This design comes from an exercise in tuning for small area and a short achievable clock period on the open sky130 flow, not from production work.
The RTL was checked by simulation tests, not by an equivalence proof against the original design.
Power figures rest on the tool's default switching activity, not on a simulated workload.

==> design/flow/design.v <==
module ALU_64_bit (
  input [63:0]a,
  input [63:0]b,
  input [3:0] ALUOp,
  output reg [63:0]  result,
  output zero
);
  always @ (a or b or ALUOp)
    begin
      case (ALUOp)
        4'b0000: result = a & b;    
        4'b0001: result = a | b;    
        4'b0010: result = a + b;    
        4'b0110: result = a - b;    
        4'b1100: result = ~(a | b); 
        default: result = 64'b0;
      endcase
    end
  	assign zero = result ? 1'b0 : 1'b1;  
endmodule
module ALU_Control(
  input [1:0] ALUOp,
  input [3:0] Funct,
  output reg [3:0] Operation
);
  always @(*)
    begin 
      case (ALUOp)
        2'b00 : Operation = 4'b0010;
      	2'b01 : Operation = 4'b0110;
      	2'b10 :
          begin 
          	case (Funct)
              4'b0000 : Operation = 4'b0010;
              4'b1000 : Operation = 4'b0110;
              4'b0111 : Operation = 4'b0000;
              4'b0110 : Operation = 4'b0001;
              default : Operation = 4'b0010;
          	endcase
          end
        default: Operation = 4'b0000;
      endcase
    end
endmodule
module Control_Unit(
  input [6:0] Opcode,
  output reg [1:0] ALUOp,
  output reg Branch, MemRead, MemtoReg, MemWrite, ALUSrc, RegWrite
);
  always @ (Opcode)
    begin
      case (Opcode)
        7'b0110011:   
          begin
            ALUSrc = 1'b0;
            MemtoReg = 1'b0;
            RegWrite = 1'b1;
            MemRead = 1'b0;
            MemWrite = 1'b0;
            Branch = 1'b0;
            ALUOp = 2'b10;
          end
        7'b0000011:  
          begin
            ALUSrc = 1'b1;
            MemtoReg = 1'b1;
            RegWrite = 1'b1;
            MemRead = 1'b1;
            MemWrite = 1'b0;
            Branch = 1'b0;
            ALUOp = 2'b00;
          end
        7'b0100011:  
          begin
            ALUSrc = 1'b1;
            MemtoReg = 1'b0;
            RegWrite = 1'b0;
            MemRead = 1'b0;
            MemWrite = 1'b1;
            Branch = 1'b0;
            ALUOp = 2'b00;
          end
        7'b1100011:  
          begin
            ALUSrc = 1'b0;
            MemtoReg = 1'b0;
            RegWrite = 1'b0;
            MemRead = 1'b0;
            MemWrite = 1'b0;
            Branch = 1'b1;
            ALUOp = 2'b01;
          end
        7'b0010011:    
          begin
            ALUSrc = 1'b1;
            MemtoReg = 1'b0;
            RegWrite = 1'b1;
            MemRead = 1'b0;
            MemWrite = 1'b0;
            Branch = 1'b0;
            ALUOp = 2'b00;
          end
        default: 
          begin
            ALUSrc = 1'b0;
            MemtoReg = 1'b0;
            RegWrite = 1'b0;
            MemRead = 1'b0;
            MemWrite = 1'b0;
            Branch = 1'b0;
            ALUOp = 2'b00;
          end
      endcase
    end
endmodule
module Adder(
  input [63:0] a,
  input [63:0] b,
  output reg [63:0] out);
  always @(*)
    begin 
      out = a + b;
    end
endmodule
module Program_Counter(
  input clk, 
  input reset,
  input [63:0] PC_In,
  output reg [63:0] PC_Out
);
  always@(posedge clk or posedge reset)
    begin 
      if (reset)
        begin
          PC_Out <= 0;
        end
      else
        begin
          PC_Out <= PC_In;
        end
    end
endmodule
module IF_ID(
  input clk, reset,
  input [31:0] Instruction,
  input [63:0] PC,
  output reg [31:0] IF_ID_Instruction,
  output reg [63:0] IF_ID_PC
);
  always @(posedge clk or posedge reset)
    begin
      if (reset)
        begin 
          IF_ID_Instruction <= 0;
          IF_ID_PC <= 0;
        end
      else
        begin 
          IF_ID_Instruction <= Instruction;
          IF_ID_PC <= PC;
        end
    end
endmodule
module ID_EX(
  input clk, reset,
  input [3:0] IF_ID_Instruction,
  input [4:0] rs1,
  input [4:0] rs2,
  input [4:0] rd,
  input [63:0] imm_data,
  input [63:0] ReadData1,
  input [63:0] ReadData2,
  input [63:0] PC,
  input [1:0] ALUOp,
  input Branch, MemRead, MemtoReg, MemWrite, ALUSrc, RegWrite,
  output reg [3:0] ID_EX_Instruction,
  output reg [4:0] ID_EX_rs1,
  output reg [4:0] ID_EX_rs2,
  output reg [4:0] ID_EX_rd,
  output reg [63:0] ID_EX_imm_data,
  output reg [63:0] ID_EX_ReadData1,
  output reg [63:0] ID_EX_ReadData2,
  output reg [63:0] ID_EX_PC,
  output reg [1:0] ID_EX__ALUOp,
  output reg ID_EX__ALUSrc,
  output reg ID_EX__Branch,
  output reg ID_EX__MemRead,
  output reg ID_EX__MemtoReg,
  output reg ID_EX__MemWrite,
  output reg ID_EX__RegWrite  
);
  always @(posedge clk or posedge reset)
    begin 
      if(reset)
        begin
          ID_EX_Instruction		<= 0;
          ID_EX_rs1 			<= 0;
          ID_EX_rs2				<= 0;
          ID_EX_rd 				<= 0;
          ID_EX_imm_data		<= 0;
          ID_EX_ReadData1		<= 0;
          ID_EX_ReadData2		<= 0;
          ID_EX_PC				<= 0;
          ID_EX__ALUOp			<= 0;
          ID_EX__Branch			<= 0;
          ID_EX__MemRead		<= 0;
          ID_EX__MemtoReg		<= 0;
          ID_EX__MemWrite		<= 0;
          ID_EX__ALUSrc			<= 0;
          ID_EX__RegWrite		<= 0;
        end
      else
        begin 
          ID_EX_Instruction		<= IF_ID_Instruction;
          ID_EX_rs1 			<= rs1;
          ID_EX_rs2				<= rs2;
          ID_EX_rd 				<= rd;
          ID_EX_imm_data		<= imm_data;
          ID_EX_ReadData1		<= ReadData1;
          ID_EX_ReadData2		<= ReadData2;
          ID_EX_PC				<= PC;
          ID_EX__ALUOp			<= ALUOp;
          ID_EX__Branch			<= Branch;
          ID_EX__MemRead		<= MemRead;
          ID_EX__MemtoReg		<= MemtoReg;
          ID_EX__MemWrite		<= MemWrite;
          ID_EX__ALUSrc			<= ALUSrc;
          ID_EX__RegWrite		<= RegWrite;
        end
    end
endmodule
module EX_Mem(
  input clk, reset,
  input ID_EX_Branch, 
  input ID_EX_MemRead,
  input ID_EX_MemtoReg, 
  input ID_EX_MemWrite, 
  input ID_EX_RegWrite,
  input	[63:0] Adder,
  input Zero,
  input	[63:0] ALU_Rslt,
  input [63:0] ForwardB_MUX,
  input [4:0] ID_EX_rd,
  output reg EX_Mem_Branch,
  output reg EX_Mem_MemRead,
  output reg EX_Mem_MemtoReg, 
  output reg EX_Mem_MemWrite,
  output reg EX_Mem_RegWrite,
  output reg[63:0] EX_Mem_Adder,
  output reg EX_Mem_Zero,
  output reg [63:0] EX_Mem_ALU_Rslt,
  output reg [63:0] EX_Mem_ForwardB_MUX,
  output reg [4:0] EX_Mem_rd  
);
  always @ (posedge clk or posedge reset)
    begin
      if (reset)
        begin
          EX_Mem_Branch   <= 0;
          EX_Mem_MemRead	<= 0;
          EX_Mem_MemtoReg 	<= 0;
          EX_Mem_MemWrite	<= 0;
          EX_Mem_RegWrite	<= 0;
          EX_Mem_Adder	<= 0;
          EX_Mem_Zero	<= 0;
          EX_Mem_ALU_Rslt	<= 0;
          EX_Mem_ForwardB_MUX	<= 0;
          EX_Mem_rd	<= 0;
        end
      else
        begin
          EX_Mem_Branch   		<= ID_EX_Branch;
          EX_Mem_MemRead		<= ID_EX_MemRead;
          EX_Mem_MemtoReg 		<= ID_EX_MemtoReg;
          EX_Mem_MemWrite		<= ID_EX_MemWrite;
          EX_Mem_RegWrite		<= ID_EX_RegWrite;
          EX_Mem_Adder			<= Adder;
          EX_Mem_Zero			<= Zero;
          EX_Mem_ALU_Rslt		<= ALU_Rslt;
          EX_Mem_ForwardB_MUX	<= ForwardB_MUX;
          EX_Mem_rd				<= ID_EX_rd;
        end
    end
endmodule
module Mem_WB(
  input clk, reset,
  input EX_Mem_MemtoReg,
  input EX_Mem_RegWrite,
  input [63:0] Read_Data, 
  input [63:0] EX_Mem_ALU_Rslt,
  input [4:0] EX_Mem_rd,
  output reg Mem_WB_MemtoReg,
  output reg Mem_WB_RegWrite,
  output reg [63:0] Mem_WB_Read_Data,
  output reg [63:0] Mem_WB_ALU_Result,
  output reg [4:0] Mem_WB_rd
);
  always @(posedge clk or posedge reset)
    begin
      if (reset)
        begin
          Mem_WB_MemtoReg <= 1'b0;
          Mem_WB_RegWrite <= 1'b0;
          Mem_WB_Read_Data <= 64'b0;
          Mem_WB_ALU_Result <= 64'b0;
          Mem_WB_rd <= 5'b0;
        end
      else
        begin
          Mem_WB_MemtoReg <= EX_Mem_MemtoReg;
          Mem_WB_RegWrite <= EX_Mem_RegWrite;
          Mem_WB_Read_Data <= Read_Data;
          Mem_WB_ALU_Result <= EX_Mem_ALU_Rslt;
          Mem_WB_rd <= EX_Mem_rd;
        end
    end
endmodule
module Forwarding_Unit(
  input [4:0] ID_EX_rs1,
  input [4:0] ID_EX_rs2,
  input [4:0] EX_Mem_rd,
  input EX_Mem_RegWrite,
  input [4:0] Mem_WB_rd,
  input Mem_WB_RegWrite,
  output reg [1:0] Forward_A,
  output reg [1:0] Forward_B  
);
  always @(*)
    begin 
      if(EX_Mem_rd == ID_EX_rs1 & EX_Mem_RegWrite ==1 & EX_Mem_rd != 0 )
        begin 
          Forward_A = 2'b10;
        end 
      else if (Mem_WB_rd == ID_EX_rs1 & Mem_WB_RegWrite == 1 & Mem_WB_rd != 0 &
               !(EX_Mem_RegWrite == 1 & EX_Mem_rd != 0 && EX_Mem_rd == ID_EX_rs1)
              )
        begin 
          Forward_A = 2'b01;
        end
      else
        begin 
          Forward_A = 2'b00;
        end
      if(EX_Mem_rd == ID_EX_rs2 & EX_Mem_RegWrite ==1 & EX_Mem_rd != 0 )
        begin 
          Forward_B = 2'b10;
        end 
      else if (Mem_WB_rd == ID_EX_rs2 & Mem_WB_RegWrite == 1 & Mem_WB_rd != 0 &
               !(EX_Mem_RegWrite == 1 && EX_Mem_rd != 0 && EX_Mem_rd == ID_EX_rs2)
              )
        begin 
          Forward_B = 2'b01;
        end
      else
        begin 
          Forward_B = 2'b00;
        end
    end
endmodule
module ImmGen(
  input [31:0] instruction,
  output reg [63:0] imm_data
);
  wire [6:5] field;
  assign field = instruction[6:5];
    always @ (*)
    begin
      case (field)
        2'b00: imm_data[11:0] = {instruction[31:20]};  
        2'b01:imm_data[11:0] = {instruction[31:25], instruction[11:7] };    
        2'b11: imm_data[11:0] = {instruction[31], instruction[7], instruction[30:25], instruction[11:8]};  
        default: imm_data[11:0] = 12'b0;
      endcase
     imm_data = { {52  {imm_data[11]}}, imm_data[11:0] } ;
    end  
endmodule
module mux(
  output [63:0] data_out,
  input S,
  input [63:0] A,
  input [63:0] B
);
  assign data_out = S ? B : A;
endmodule
module mux_3by1(
  output reg [63:0] data_out,
  input [1:0] S,
  input [63:0] A,
  input [63:0] B,
  input [63:0] C
);
  always @(*)
    begin
      case (S)
        2'b00: data_out = A; 
        2'b01: data_out = B;
        2'b10: data_out = C;
        default: data_out = A;
  endcase
    end
endmodule
module Parser(
  input [31:0] instruction,
  output [6:0] opcode,
  output [4:0] rd,
  output [2:0] funct3,
  output [4:0] rs1,
  output [4:0] rs2,
  output [6:0] funct7 
);
  assign opcode = instruction[6:0];
  assign rd = instruction[11:7];
  assign funct3 = instruction[14:12];
  assign rs1  = instruction[19:15];
  assign rs2  = instruction[24:20];
  assign funct7  = instruction[31:25];
endmodule
module registerFile(
  input [4:0] rs1,
  input [4:0] rs2,
  input [4:0] rd, 
  input clk,
  input reset,
  input regWrite,
  input [63:0] writeData,
  output reg [63:0] readData1,
  output reg [63:0] readData2
);
  reg [63:0] registers [31:1];
  integer x;
  always @ (*)
    begin
      if (reset == 1)
        begin
          readData1 = 64'b0;
          readData2 = 64'b0;
        end
      else
        begin
          if (rs1 == 0)
            readData1 = 64'b0;
          else if (regWrite && rd == rs1)
            readData1 = writeData;
          else
            readData1 = registers[rs1];
          if (rs2 == 0)
            readData2 = 64'b0;
          else if (regWrite && rd == rs2)
            readData2 = writeData;
          else
            readData2 = registers[rs2];
        end
    end
  always @ (posedge clk or posedge reset)
    begin
      if (reset)
        begin
          for (x = 1; x < 32; x = x + 1)
            registers[x] <= {59'b0, x[4:0]};
        end
      else if (regWrite && rd != 0)
        begin
          registers[rd] <= writeData;
        end
    end
endmodule
module PIPELINE_Processor(
  input clk,
  input reset,
  output [63:0] imem_addr,
  input  [31:0] imem_rdata,
  output [63:0] dmem_addr,
  output [63:0] dmem_wdata,
  output dmem_we,
  output dmem_re,
  input  [63:0] dmem_rdata,
  output wb_en,
  output [4:0] wb_rd,
  output [63:0] wb_data
);
  wire [63:0] mux1_out, mux2_out, mux3_out;
  wire [63:0] pc_out, add1_out, add2_out;
  wire [31:0] inst;
  wire [6:0] OPCODE, FUNCT7;
  wire [4:0] RD, RS1, RS2;
  wire [2:0] FUNCT3;
  wire [63:0] Read_Data_1, Read_Data_2, Imm_Data, ALU_Result, ReadData;
  wire [1:0] ALU_Op;
  wire [3:0] oper;
  wire branch, Mem_Read, Mem_to_Reg, Mem_Write, ALU_Src, Reg_Write, ZERO;
  wire [31:0] IF_ID_inst;
  wire [63:0] IF_ID_pc;
  wire [3:0] ID_EX_inst;
  wire [4:0] ID_EX_RS1, ID_EX_RS2, ID_EX_RD;
  wire [63:0] ID_EX_IMM, ID_EX_READ1, ID_EX_READ2, ID_EX_pc;
  wire [1:0] ID_EX_Op;
  wire ID_EX_Src, ID_EX_br, ID_EX_MemRd, ID_EX_MemtoRg, ID_EX_MemWr, ID_EX_RgWr;
  wire [4:0] EX_Mem_RD, Mem_WB_RD;
  wire Mem_WB_RgWr, Mem_WB_MemtoRg;
  wire [1:0] Fwd_A, Fwd_B;
  wire [63:0] MuxA_Out, MuxB_Out;
  wire [63:0] EX_Mem_ALU_Result, EX_Mem_Add, EX_Mem_FwdB;
  wire EX_Mem_br, EX_Mem_MemRd, EX_Mem_RgWr, EX_Mem_MemtoRg, EX_Mem_MemWr, EX_Mem_ZERO;
  wire [63:0] Mem_WB_ALU_Rslt, Mem_WB_RdDATA;
  Program_Counter pc(.clk(clk), .reset(reset), .PC_In(mux1_out), .PC_Out(pc_out));
  Adder add1(.a(pc_out), .b(64'd4), .out(add1_out));
  mux a(.data_out(mux1_out), .S(EX_Mem_br & EX_Mem_ZERO), .A(add1_out), .B(EX_Mem_Add));
  assign imem_addr = pc_out;
  assign inst = imem_rdata;
  IF_ID IF_ID1(.clk(clk), .reset(reset), .Instruction(inst), .PC(pc_out),
               .IF_ID_Instruction(IF_ID_inst), .IF_ID_PC(IF_ID_pc));
  Parser par(.instruction(IF_ID_inst), .opcode(OPCODE), .rd(RD), .funct3(FUNCT3),
             .rs1(RS1), .rs2(RS2), .funct7(FUNCT7));
  Control_Unit cu(.Opcode(OPCODE), .ALUOp(ALU_Op), .Branch(branch), .MemRead(Mem_Read),
                  .MemtoReg(Mem_to_Reg), .MemWrite(Mem_Write), .ALUSrc(ALU_Src),
                  .RegWrite(Reg_Write));
  registerFile rf(.rs1(RS1), .rs2(RS2), .rd(Mem_WB_RD), .clk(clk), .reset(reset),
                  .regWrite(Mem_WB_RgWr), .writeData(mux3_out),
                  .readData1(Read_Data_1), .readData2(Read_Data_2));
  ImmGen ig(.instruction(IF_ID_inst), .imm_data(Imm_Data));
  ID_EX ID_EX1(.clk(clk), .reset(reset),
               .IF_ID_Instruction({IF_ID_inst[30], IF_ID_inst[14:12]}),
               .rs1(RS1), .rs2(RS2), .rd(RD), .imm_data(Imm_Data),
               .ReadData1(Read_Data_1), .ReadData2(Read_Data_2), .PC(IF_ID_pc),
               .ALUOp(ALU_Op), .Branch(branch), .MemRead(Mem_Read), .MemtoReg(Mem_to_Reg),
               .MemWrite(Mem_Write), .ALUSrc(ALU_Src), .RegWrite(Reg_Write),
               .ID_EX_Instruction(ID_EX_inst), .ID_EX_rs1(ID_EX_RS1), .ID_EX_rs2(ID_EX_RS2),
               .ID_EX_rd(ID_EX_RD), .ID_EX_imm_data(ID_EX_IMM),
               .ID_EX_ReadData1(ID_EX_READ1), .ID_EX_ReadData2(ID_EX_READ2),
               .ID_EX_PC(ID_EX_pc), .ID_EX__ALUOp(ID_EX_Op), .ID_EX__ALUSrc(ID_EX_Src),
               .ID_EX__Branch(ID_EX_br), .ID_EX__MemRead(ID_EX_MemRd),
               .ID_EX__MemtoReg(ID_EX_MemtoRg), .ID_EX__MemWrite(ID_EX_MemWr),
               .ID_EX__RegWrite(ID_EX_RgWr));
  Adder add2(.a(ID_EX_pc), .b(ID_EX_IMM << 1), .out(add2_out));
  Forwarding_Unit FU(.ID_EX_rs1(ID_EX_RS1), .ID_EX_rs2(ID_EX_RS2), .EX_Mem_rd(EX_Mem_RD),
                     .EX_Mem_RegWrite(EX_Mem_RgWr), .Mem_WB_rd(Mem_WB_RD),
                     .Mem_WB_RegWrite(Mem_WB_RgWr), .Forward_A(Fwd_A), .Forward_B(Fwd_B));
  mux_3by1 muxA(.data_out(MuxA_Out), .S(Fwd_A), .A(ID_EX_READ1), .B(mux3_out),
                .C(EX_Mem_ALU_Result));
  mux_3by1 muxB(.data_out(MuxB_Out), .S(Fwd_B), .A(ID_EX_READ2), .B(mux3_out),
                .C(EX_Mem_ALU_Result));
  mux b(.data_out(mux2_out), .S(ID_EX_Src), .A(MuxB_Out), .B(ID_EX_IMM));
  ALU_Control alu_c(.ALUOp(ID_EX_Op), .Funct(ID_EX_inst), .Operation(oper));
  ALU_64_bit alu(.a(MuxA_Out), .b(mux2_out), .ALUOp(oper), .result(ALU_Result), .zero(ZERO));
  EX_Mem EX_Mem1(.clk(clk), .reset(reset),
                 .ID_EX_Branch(ID_EX_br), .ID_EX_MemRead(ID_EX_MemRd),
                 .ID_EX_MemtoReg(ID_EX_MemtoRg), .ID_EX_MemWrite(ID_EX_MemWr),
                 .ID_EX_RegWrite(ID_EX_RgWr), .Adder(add2_out), .Zero(ZERO),
                 .ALU_Rslt(ALU_Result), .ForwardB_MUX(MuxB_Out), .ID_EX_rd(ID_EX_RD),
                 .EX_Mem_Branch(EX_Mem_br), .EX_Mem_MemRead(EX_Mem_MemRd),
                 .EX_Mem_MemtoReg(EX_Mem_MemtoRg), .EX_Mem_MemWrite(EX_Mem_MemWr),
                 .EX_Mem_RegWrite(EX_Mem_RgWr), .EX_Mem_Adder(EX_Mem_Add),
                 .EX_Mem_Zero(EX_Mem_ZERO), .EX_Mem_ALU_Rslt(EX_Mem_ALU_Result),
                 .EX_Mem_ForwardB_MUX(EX_Mem_FwdB), .EX_Mem_rd(EX_Mem_RD));
  assign dmem_addr  = EX_Mem_ALU_Result;
  assign dmem_wdata = EX_Mem_FwdB;
  assign dmem_we    = EX_Mem_MemWr;
  assign dmem_re    = EX_Mem_MemRd;
  assign ReadData   = dmem_rdata;
  Mem_WB MemWB1(.clk(clk), .reset(reset), .EX_Mem_MemtoReg(EX_Mem_MemtoRg),
                .EX_Mem_RegWrite(EX_Mem_RgWr), .Read_Data(ReadData),
                .EX_Mem_ALU_Rslt(EX_Mem_ALU_Result), .EX_Mem_rd(EX_Mem_RD),
                .Mem_WB_MemtoReg(Mem_WB_MemtoRg), .Mem_WB_RegWrite(Mem_WB_RgWr),
                .Mem_WB_Read_Data(Mem_WB_RdDATA), .Mem_WB_ALU_Result(Mem_WB_ALU_Rslt),
                .Mem_WB_rd(Mem_WB_RD));
  mux c(.data_out(mux3_out), .S(Mem_WB_MemtoRg), .A(Mem_WB_ALU_Rslt), .B(Mem_WB_RdDATA));
  assign wb_en   = Mem_WB_RgWr;
  assign wb_rd   = Mem_WB_RD;
  assign wb_data = mux3_out;
endmodule
==> design/flow/run.sh <==
#!/bin/bash
# synth_recipe.tcl (not shown) runs the flow's synth.tcl, then flattens the netlist and writes it again
# the make line also repeats each setting of config.mk as NAME=value (left out here)
make -C /OpenROAD-flow-scripts/flow DESIGN_CONFIG=/design/flow/config.mk WORK_HOME=/design/flow/orfs CLKGATE_MAP_FILE= SYNTH_SCRIPT=/design/flow/synth_recipe.tcl finish
==> design/flow/config.mk <==
export PLATFORM = sky130hd
export DESIGN_NAME = PIPELINE_Processor
export DESIGN_NICKNAME = PIPELINE_Processor
export VERILOG_FILES = /design/flow/design.v
export SDC_FILE = /design/flow/constraint.sdc
export NUM_CORES = 4
export LEC_CHECK = 0
export CAP_MARGIN = 20
export CORE_MARGIN = 2
export CORE_UTILIZATION = 22
export PLACE_DENSITY = 0.35
export SLEW_MARGIN = 20
==> design/flow/constraint.sdc <==
create_clock -name core_clock -period 10.0 [get_ports {clk}]
set_input_delay 2.0000 -clock core_clock [delete_from_list [all_inputs] [get_ports {clk}]]
set_output_delay 2.0000 -clock core_clock [all_outputs]
set_load 0.01 [all_outputs]
==> impl_metrics.tcl <==
set metrics [dict create \
    row_count 280 \
    synth_fa_ha_area_share_pct 1.40 \
    cp.required_ns 10.88 \
    cellPowerDensity_mw_per_mm2 187 \
    post_drt_wl_per_cell_um 38.1 \
    route.detailed.drc 0 \
    clk_pin_slew_ns 0.07 \
    grt_pass1_vias 117000 \
    cts_tree "built" \
    synth_top_family_by_area "compound AO/OA/AOI/OAI gates" \
    fin_worst_skew_ns 0.0431 \
    fin_setup_tns_ns 0 \
    rsz0062_at_grt "no" \
    cts_resized 0 \
    track_usage_pct 27.0 \
    crit_end "EX_Mem1.EX_Mem_Zero" \
    maxCapViolCount 0 \
    antenna_found_initial 61 \
    ff2ff_path_depth 26 \
    clock_latency_ns 1.02 \
    die_area_mm2 0.588 \
    synthFlopType "dfrtp_1" \
    cellLeakagePower_nw 64.8 \
    slowest_stage "a2111oi_2" \
    dr.pass1.iters 9 \
    postSynthCellCount 13700 \
    ios 362 \
    core_region_area_mm2 0.581 \
    whs_path_depth 0 \
    first_iter_violations 17900 \
    synth-seq-area-share_pct 53.0 \
    reg2reg_from "MemWB1.Mem_WB_rd[3]" \
    synth_compound_area_share_pct 25.1 \
    timing_max_transition_violations_final 0 \
    synth_xor_area_share_pct 1.76 \
    path_common_cell "a21oi_1" \
    routed_wl_um 825000 \
    dp_slack_ns 0.803 \
    max_freq_mhz 107 \
    start_kind "flop" \
    htreeDepth 5 \
    regMostFlops "rf.registers" \
    hold_class "reg -> reg" \
    hold_viol 0 \
    die_h_um 767 \
    crit_type "reg -> reg" \
    portBuffers 361 \
    cp-end-kind "flop" \
    fin_ws_ns 0.659 \
    synth.area.mux_share_pct 0.719 \
    post-dp-hpwl_um 491000 \
    critPathLaunch "MemWB1.Mem_WB_rd[3]" \
    numCtsBuffers 321 \
    clk_path_buf_depth 4 \
    final_cells 21700 \
    synthSimpleGateAreaFrac_pct 13.9 \
    setup_viol 0 \
    fin_nets 13900 \
    dr_total_vias 122000 \
    status "complete, no violations" \
    async_flop_share_pct 100 \
    overflow 0 \
    ir_drop_v 0.000128 \
    cts_hold_buf 0 \
    critPathMaxFanout 14 \
    numClockSinks 2710 \
    post-route-min-period_ns 9.34 \
    postSynthAreaPerCell_um2 9.32 \
    r2r_end "EX_Mem1.EX_Mem_Zero" \
    start_util_pct 22.1 \
    gp_congestion 0.914 \
    antenna_left 0 \
    netlist_area_mm2 0.128 \
    post-route-period-util_pct 93.4 \
    post-place-cells 21100 \
    worst_pin_slew_ns 1.30 \
    drive_above_1_share_pct 9.42 \
    nFillCells 62300 \
    grt_max_degree 149 \
    critPathMaxStageDelay_ns 0.71 \
    post_cts_buffers 0 \
    syn-num-nets 14000 \
    avgViaCountPerCell 5.65 \
    ys.warnings.count 14 \
    synth.distinct_cells 91 \
    crit_arrival_ns 10.22 \
    largest_reg_flops 1984 \
    grt_pass1_wl_um 1100000 \
    root_buffer "clkbuf_16" \
    synth_edf_count 0 \
    ys_ff_latch 2710 \
    fp.dieW_um 767 \
    relSlewSlack_pct 12.5 \
    r2r_slack_ns 0.66 \
    syn_to_final_growth_pct 20.0 \
]
[synthesized netlist by cell type, types with 45 or more instances]
cell type,instances,area [um^2]
a222oi_1,129,1290
o21ai_0,1143,5720
xor2_1,108,946
mux2i_1,83,831
inv_1,129,484
nor4_1,75,469
nor3_1,269,1350
dfstp_2,80,2100
and3_1,45,282
a22o_1,324,2840
nand4_1,368,2300
a21o_1,65,488
nor2_1,1743,6540
nand2_1,1212,4550
a21oi_1,1662,8320
a221oi_1,336,2940
buf_1,66,248
clkbuf_1,1174,4410
nand3_1,223,1120
xnor2_1,150,1310
ha_1,133,1660
a31oi_1,46,288
dfrtp_1,2630,65800
a22oi_1,1025,7690
[metrics by stage]
step / area, um^2 / total power, W / util, % / hold WS [ns]
after floorplan: 128000 / 0.0139 / - / 0.331
after global placement: 143000 / 0.0164 / 24.6 / 0.332
after detailed placement: 143000 / 0.0163 / 24.6 / 0.335
after CTS: 154000 / 0.0289 / 26.4 / 0.341
after global routing: 154000 / 0.0296 / 26.4 / 0.347
final: 154000 / 0.0288 / 26.5 / 0.334
[cells by family after synthesis]
kind of cell | after synthesis
AND/OR/NAND/NOR | 4107
buffers and inverters | 1392
adder cells (fa/ha/maj) | 144
flip-flops | 2710
multiplexers | 91
XOR/XNOR | 258
AO/OA/AOI/OAI | 5045
[worst min path at each step]
stage | end | start | slack, ns
6_report | ID_EX1.ID_EX_PC[46] | IF_ID1.IF_ID_PC[46] | 0.33
5_1_grt | ID_EX1.ID_EX_PC[59] | IF_ID1.IF_ID_PC[59] | 0.35
4_1_cts | ID_EX1.ID_EX_PC[46] | IF_ID1.IF_ID_PC[46] | 0.34
3_5_place_dp | ID_EX1.ID_EX_PC[27] | IF_ID1.IF_ID_PC[27] | 0.33
3_3_place_gp | ID_EX1.ID_EX_PC[50] | IF_ID1.IF_ID_PC[50] | 0.33
2_1_floorplan | EX_Mem1.EX_Mem_Adder[0] | ID_EX1.ID_EX_PC[0] | 0.33
[where the power goes]
part | leakage [nW] | switching [W] | internal (W)
Combinational | 22.8 | 0.00303 | 0.00108
Sequential | 36.7 | 0.000668 | 0.0114
Clock | 5.34 | 0.00537 | 0.00723
Total | 64.8 | 0.00907 | 0.0197
[final cells by class]
class | instances | area [um^2] | area share [%]
sequential | 2710 | 67900 | 44.2
inverter | 129 | 488 | 0.318
timing repair buffer | 820 | 8000 | 5.20
antenna | 21 | 52.6 | 0.0342
tap | 7755 | 9700 | 6.31
clock buffer | 460 | 9360 | 6.09
multi-input combinational | 9645 | 56700 | 36.9
clock inverter | 119 | 1480 | 0.965
[worst max-delay path: cells and delay by family (launching register included)]
| family | cells | cell delay, ns |
|---|---|---|
| DFF | 1 | 0.70 |
| and+or+nand+nor | 9 | 3.01 |
| muxes | 1 | 0.24 |
| AOI/OAI and AO/OA | 14 | 4.65 |
| xor gates and xnor gates | 1 | 0.17 |
| adders and majority gates | 1 | 0.44 |
[routing by layer]
layer  up-vias  wire [um]  share of wire (%)  GRT usage [%]
li1      50000          -                  -              -
met1     63600     359000                 44           37.5
met2      6986     355000                 43           40.6
met3      1710      64200                7.8           4.79
met4        16      46800                5.7           12.8
met5         -        222              0.027              0
[cell usage in the layout, fill, tap and decap left out, drive strengths merged, types with 271 or more instances in the layout]
master | Yosys | routed
a21oi | 1662 | 1662
nand2 | 1212 | 1212
buf | 89 | 458
nor3 | 271 | 271
clkbuf | 1174 | 461
nor2 | 1744 | 1744
nand4 | 368 | 368
a22oi | 1025 | 1025
a22o | 324 | 324
a221oi | 336 | 336
o21ai | 1158 | 1158
dfrtp | 2630 | 2630
clkdlybuf4s50 | 0 | 361

afterwards: timing with drivers on the ports:
In the flow no input, the clock included, has a driving cell. The finished layout below was timed again as built, in two steps.
Step 1: set_driving_cell puts a clkbuf_16 on clk and a buf_2 on each other input, an assumption about the parent block.
Step 2 moves the port delays by t, midway between the first and last clock arrival at a register: inputs arrive t later, outputs are due t later. That takes back most of the time a late clock gives input paths.
a / b / c = no drivers / after step 1 / after step 2; a / b = the first two.
shift t [ns]: 1.131
setup slack, ns: 0.659 / 0.659 / 0.659
worst setup path after step 2: register to register
slew at the worst register clock pin (ns): 0.07 / 0.07
pins driven straight from the clock port: 1
After both steps setup and hold are still met in this run. For this run, drivers alone change the setup slack by 0.000 ns; drivers and shift together by 0.000 ns.
